Context: an optimization exercise on an open-source flow, tuned for small area. The choices shown serve that exercise and are no tape-out recipe. The RTL was checked by simulation tests, not by an equivalence proof against the original design. Power and IR drop assume default switching activity.

Design axis_fir_15, start of the top module:
module axis_fir_15 #
    (
        parameter integer C_S00_AXIS_TDATA_WIDTH    = 64,
        parameter integer C_M00_AXIS_TDATA_WIDTH    = 64
    )
    (
        input wire  s00_axis_aclk, s00_axis_aresetn,
        input wire  s00_axis_tlast, s00_axis_tvalid,
        input wire [C_S00_AXIS_TDATA_WIDTH-1 : 0] s00_axis_tdata,
        input wire [(C_S00_AXIS_TDATA_WIDTH/8)-1: 0] s00_axis_tstrb,
        output logic  s00_axis_tready,
        input wire  m00_axis_aclk, m00_axis_aresetn,
        input wire  m00_axis_tready,
        output logic  m00_axis_tvalid, m00_axis_tlast,
        output logic [C_M00_AXIS_TDATA_WIDTH-1 : 0] m00_axis_tdata,
        output logic [(C_M00_AXIS_TDATA_WIDTH/8)-1: 0] m00_axis_tstrb
    );
Size in the first run: roughly 8,100 cells after synthesis, about 3,300 flip-flops, ~120,000 sq um of cells after synthesis.
clock: 12.0 ns
lec_check: 0
cap_margin: 20
core_margin: 2
core_utilization: 75
cts_buf_list: sky130_fd_sc_hd__clkbuf_8
cts_cluster_diameter: 60
cts_cluster_size: 16
slew_margin: 20
synth_hierarchical: 1
standard.sh (not shown) runs the stock make flow with config.mk's settings and CLKGATE_MAP_FILE= SYNTH_SCRIPT=/design/flow/synth_recipe.tcl, a recipe that flattens the netlist after the stock synthesis.
==> flow/flow/run.sh <==
#!/bin/bash
set -euo pipefail
export BUFFER_PORTS_ARGS="-buffer_cell sky130_fd_sc_hd__buf_1"
export CTS_ARGS="-sink_clustering_enable -repair_clock_nets -buf_list sky130_fd_sc_hd__clkbuf_8 -sink_clustering_size 20 -sink_clustering_max_diameter 60 -dont_use_dummy_load"
bash standard.sh > standard.log 2>&1
==> next run, changes <==
==> flow/flow/run.sh (replaced) <==
#!/bin/bash
set -euo pipefail
export BUFFER_PORTS_ARGS="-buffer_cell sky130_fd_sc_hd__buf_1"
export CTS_ARGS="-sink_clustering_enable -repair_clock_nets -buf_list sky130_fd_sc_hd__clkbuf_8 -sink_clustering_size 16 -sink_clustering_max_diameter 60 -dont_use_dummy_load"
bash standard.sh > standard.log 2>&1
--- a/flow/config.mk
+++ b/flow/config.mk
@@ -9,3 +9,3 @@
 export CORE_MARGIN = 2
-export CORE_UTILIZATION = 75
+export CORE_UTILIZATION = 60
 export CTS_BUF_LIST = sky130_fd_sc_hd__clkbuf_8
After rerunning: The new run ran to the end with no violations; synthesized area stays the same; design area went up by 0.96%; power is higher by 2.1%; count of clock-buffer cells in the layout goes up by 38; die area rose by 25%; worst hold slack gets worse by 0.0070 ns; register-to-register slack gets worse by 0.20 ns; clock power grows by 8.9%; routed wire length climbs by 1.6%.


v44:
axis_fir_15, a different RTL version from the one above (not shown whole).
For scale: ~7800 cells after synthesis, roughly 150 I/O pins, about 110000 sq um of cells after synthesis.
## axis_fir_15
module axis_fir_15 #
    (
        parameter integer C_S00_AXIS_TDATA_WIDTH    = 64,
        parameter integer C_M00_AXIS_TDATA_WIDTH    = 64
    )
    (
        input wire  s00_axis_aclk, s00_axis_aresetn,
        input wire  s00_axis_tlast, s00_axis_tvalid,
        input wire [C_S00_AXIS_TDATA_WIDTH-1 : 0] s00_axis_tdata,
        input wire [(C_S00_AXIS_TDATA_WIDTH/8)-1: 0] s00_axis_tstrb,
        output logic  s00_axis_tready,
        input wire  m00_axis_aclk, m00_axis_aresetn,
        input wire  m00_axis_tready,
        output logic  m00_axis_tvalid, m00_axis_tlast,
        output logic [C_M00_AXIS_TDATA_WIDTH-1 : 0] m00_axis_tdata,
        output logic [(C_M00_AXIS_TDATA_WIDTH/8)-1: 0] m00_axis_tstrb
    );
export LEC_CHECK = 0
export CAP_MARGIN = 20
export CORE_MARGIN = 2
export CORE_UTILIZATION = 75
export CTS_BUF_LIST = sky130_fd_sc_hd__clkbuf_8
export CTS_CLUSTER_DIAMETER = 60
export CTS_CLUSTER_SIZE = 16
export SLEW_MARGIN = 20
export SYNTH_HIERARCHICAL = 1
create_clock -name core_clock -period 12.0 [get_ports {s00_axis_aclk}]
==> flow/flow/run.sh <==
#!/bin/bash
set -euo pipefail
export BUFFER_PORTS_ARGS="-buffer_cell sky130_fd_sc_hd__buf_1"
export CTS_ARGS="-sink_clustering_enable -repair_clock_nets -buf_list sky130_fd_sc_hd__clkbuf_8 -sink_clustering_size 19 -sink_clustering_max_diameter 60 -dont_use_dummy_load"
bash standard.sh > standard.log 2>&1
--- input diff v44..v49 ---
==> flow/flow/run.sh <==
#!/bin/bash
set -euo pipefail
export BUFFER_PORTS_ARGS="-buffer_cell sky130_fd_sc_hd__buf_1"
export CTS_ARGS="-sink_clustering_enable -repair_clock_nets -buf_list sky130_fd_sc_hd__clkbuf_8 -sink_clustering_size 18 -sink_clustering_max_diameter 60 -dont_use_dummy_load"
bash standard.sh > standard.log 2>&1
## What came out
Both conditions hold for v44: the flow ran to the end and the final layout passed the timing, DRC and antenna checks. v49 closes out successfully: all stages finished, all timing, DRC and antenna checks passed. Status: final instance area parity (v44, v49). v49 vs v44 on count of TritonRoute iterations in the first routing pass: v49 is the lower one. v49 and v44 ended up with nearly the same sequential share of layout area. Final period demand of the worst path: v49 better than v44.
--- input diff v49..v42 ---
- CORE_UTILIZATION changed from 75 to 70
Findings:
Compared with v49, in v42 number of clock buffer instances in the layout went up; number of buffers inserted during clock tree synthesis grew by 2; die boundary width went up; clock power now sits higher.
Sort v49 and v42 by full die area asc -> top: v49
v42 -> v49: sequential share of layout area flat
Delta(buffer count excluding the clock tree in the final layout, v42 - v49) > 0
Of the two candidates, v49 has the worse post-route worst setup slack and v42 the better one.
For the total routing usage reported by global routing, v42 came in 1.5 points lower than v49 did.


Another version of the RTL of axis_fir_15 (not shown whole).
Size in the first run: ~3300 flip-flops, roughly 150 I/O pins, about 0.12 mm^2 of cells after synthesis.
clock: 12.0 ns
lec_check: 0
cap_margin: 20
core_margin: 2
core_utilization: 60
cts_buf_list: sky130_fd_sc_hd__clkbuf_16
cts_cluster_diameter: 80
cts_cluster_size: 24
slew_margin: 20
synth_hierarchical: 1
run.sh (not shown) runs the stock make flow with config.mk's settings and CLKGATE_MAP_FILE= SYNTH_SCRIPT=/design/flow/synth_recipe.tcl, a recipe that flattens the netlist after the stock synthesis.
Stock flow here: none of the scripts above is used.
Edit:
CTS_BUF_LIST = sky130_fd_sc_hd__clkbuf_4   (was sky130_fd_sc_hd__clkbuf_16)
CTS_CLUSTER_DIAMETER = 40   (was 80)
CTS_CLUSTER_SIZE = 8   (was 24)
The new run finished clean.
Die area stays the same.
Setup slack loses 0.11 ns.
Design area increases by 0.63%.
Synthesized cell count stays the same.
Routed wire length rose by 2.5%.
First-iteration DRC count decreases by 0.76%.
Combinational power hardly moves.
Fmax falls by 1.1%.
Total power increases by 2.0%.
Global-route usage climbs by 0.67 points.
Edit:
CTS_BUF_LIST = sky130_fd_sc_hd__clkbuf_8   (was sky130_fd_sc_hd__clkbuf_4)
CTS_CLUSTER_DIAMETER = 60   (was 40)
CTS_CLUSTER_SIZE = 16   (was 8)
Clock-buffer cell count shrinks by 351.
Non-clock buffer count stays the same.
Synthesized cell count does not change.
Routed wire length shrinks slightly.
Power shrinks by a few percent.
Die area stays the same.
Cell area shrinks slightly.
Edit:
==> flow/flow/run.sh (new file) <==
#!/bin/bash
set -euo pipefail
export BUFFER_PORTS_ARGS="-buffer_cell sky130_fd_sc_hd__buf_1"
export CTS_ARGS="-sink_clustering_enable -repair_clock_nets -buf_list sky130_fd_sc_hd__clkbuf_16 -sink_clustering_size 30 -sink_clustering_max_diameter 80 -dont_use_dummy_load"
bash standard.sh > standard.log 2>&1
==> flow/standard.sh (new file) <==
#!/bin/bash
# synth_recipe.tcl (not shown) runs the flow's synth.tcl, then flattens the netlist and writes it again
# the make line also repeats each setting of config.mk as NAME=value (left out here)
make -C /OpenROAD-flow-scripts/flow DESIGN_CONFIG=/design/flow/config.mk WORK_HOME=/design/flow/orfs CLKGATE_MAP_FILE= SYNTH_SCRIPT=/design/flow/synth_recipe.tcl "${@:-finish}"
removed: flow/run.sh
The changed run completed with no timing, DRC or antenna violations.
Sequential share of layout area increases by 0.64 points.
Die area is unchanged.
Power went down by 0.48%.
Non-clock buffer count does not change.
Cell area drops by 0.86%.
Global-route usage falls by 0.16 points.
Final cell count fell by 2.3%.
Wire length went down by 0.39%.
Setup slack is worse by 0.14 ns.
Sequential power stays flat.
Area after synthesis does not change.
Edit:
==> flow/run.sh (new file) <==
#!/bin/bash
# synth_recipe.tcl (not shown) runs the flow's synth.tcl, then flattens the netlist and writes it again
# the make line also repeats each setting of config.mk as NAME=value (left out here)
make -C /OpenROAD-flow-scripts/flow DESIGN_CONFIG=/design/flow/config.mk WORK_HOME=/design/flow/orfs CLKGATE_MAP_FILE= SYNTH_SCRIPT=/design/flow/synth_recipe.tcl finish
CORE_UTILIZATION = 70   (was 60)
GPL_TIMING_DRIVEN = 0   (was not set)
removed: flow/flow/run.sh
removed: flow/standard.sh
Power fell slightly.
Cell area goes up slightly.
Combinational power came out higher by a few percent.
Clock skew shrinks by 0.021 ns.
Die area came out lower by about a fifth.
Sequential share of layout area came out lower by 0.42 points.
Global-route usage went up by 4.4 points.
Maximum frequency falls by a little under a tenth.
Worst hold slack improved by 0.015 ns.
Final cell count decreases slightly.

static timing again, ports no longer ideal:
The results above use ideal ports. As a check the final layouts listed here were re-extracted and re-timed, cells and wires unchanged.
Step 1 assumes that a clkbuf_16 drives the clock port and a buf_2 every other input.
Step 2 also shifts input and output timing later by t, the mid clock arrival at the registers, as if the neighbouring blocks saw the same clock.
a / b / c = no drivers / after step 1 / after step 2; a / b = the first two.
| run | t (ns) | setup WS [ns] | pins driven straight from the clock port |
|---|---|---|---|
| the first run of note 1 | 1.000 | 4.148 / 4.148 / 4.148 | 1 |
| the second run of note 1 | 1.086 | 3.949 / 3.949 / 3.949 | 1 |
| v44 | 0.983 | 0.488 / 0.488 / 0.488 | 1 |
| v49 | 0.987 | 0.507 / 0.507 / 0.507 | 1 |
| v42 | 1.049 | 0.748 / 0.748 / 0.748 | 1 |
| the first run of note 3 | 0.916 | 2.244 / 2.244 / 2.244 | 1 |
| the second run of note 3 | 1.392 | 2.134 / 2.134 / 2.134 | 1 |
| the third run of note 3 | 1.099 | 2.253 / 2.253 / 2.253 | 1 |
| the fourth run of note 3 | 0.883 | 2.117 / 2.117 / 2.117 | 1 |
| the fifth run of note 3 | 1.123 | 1.192 / 1.192 / 1.192 | 1 |
After both steps every run listed still meets setup and hold.
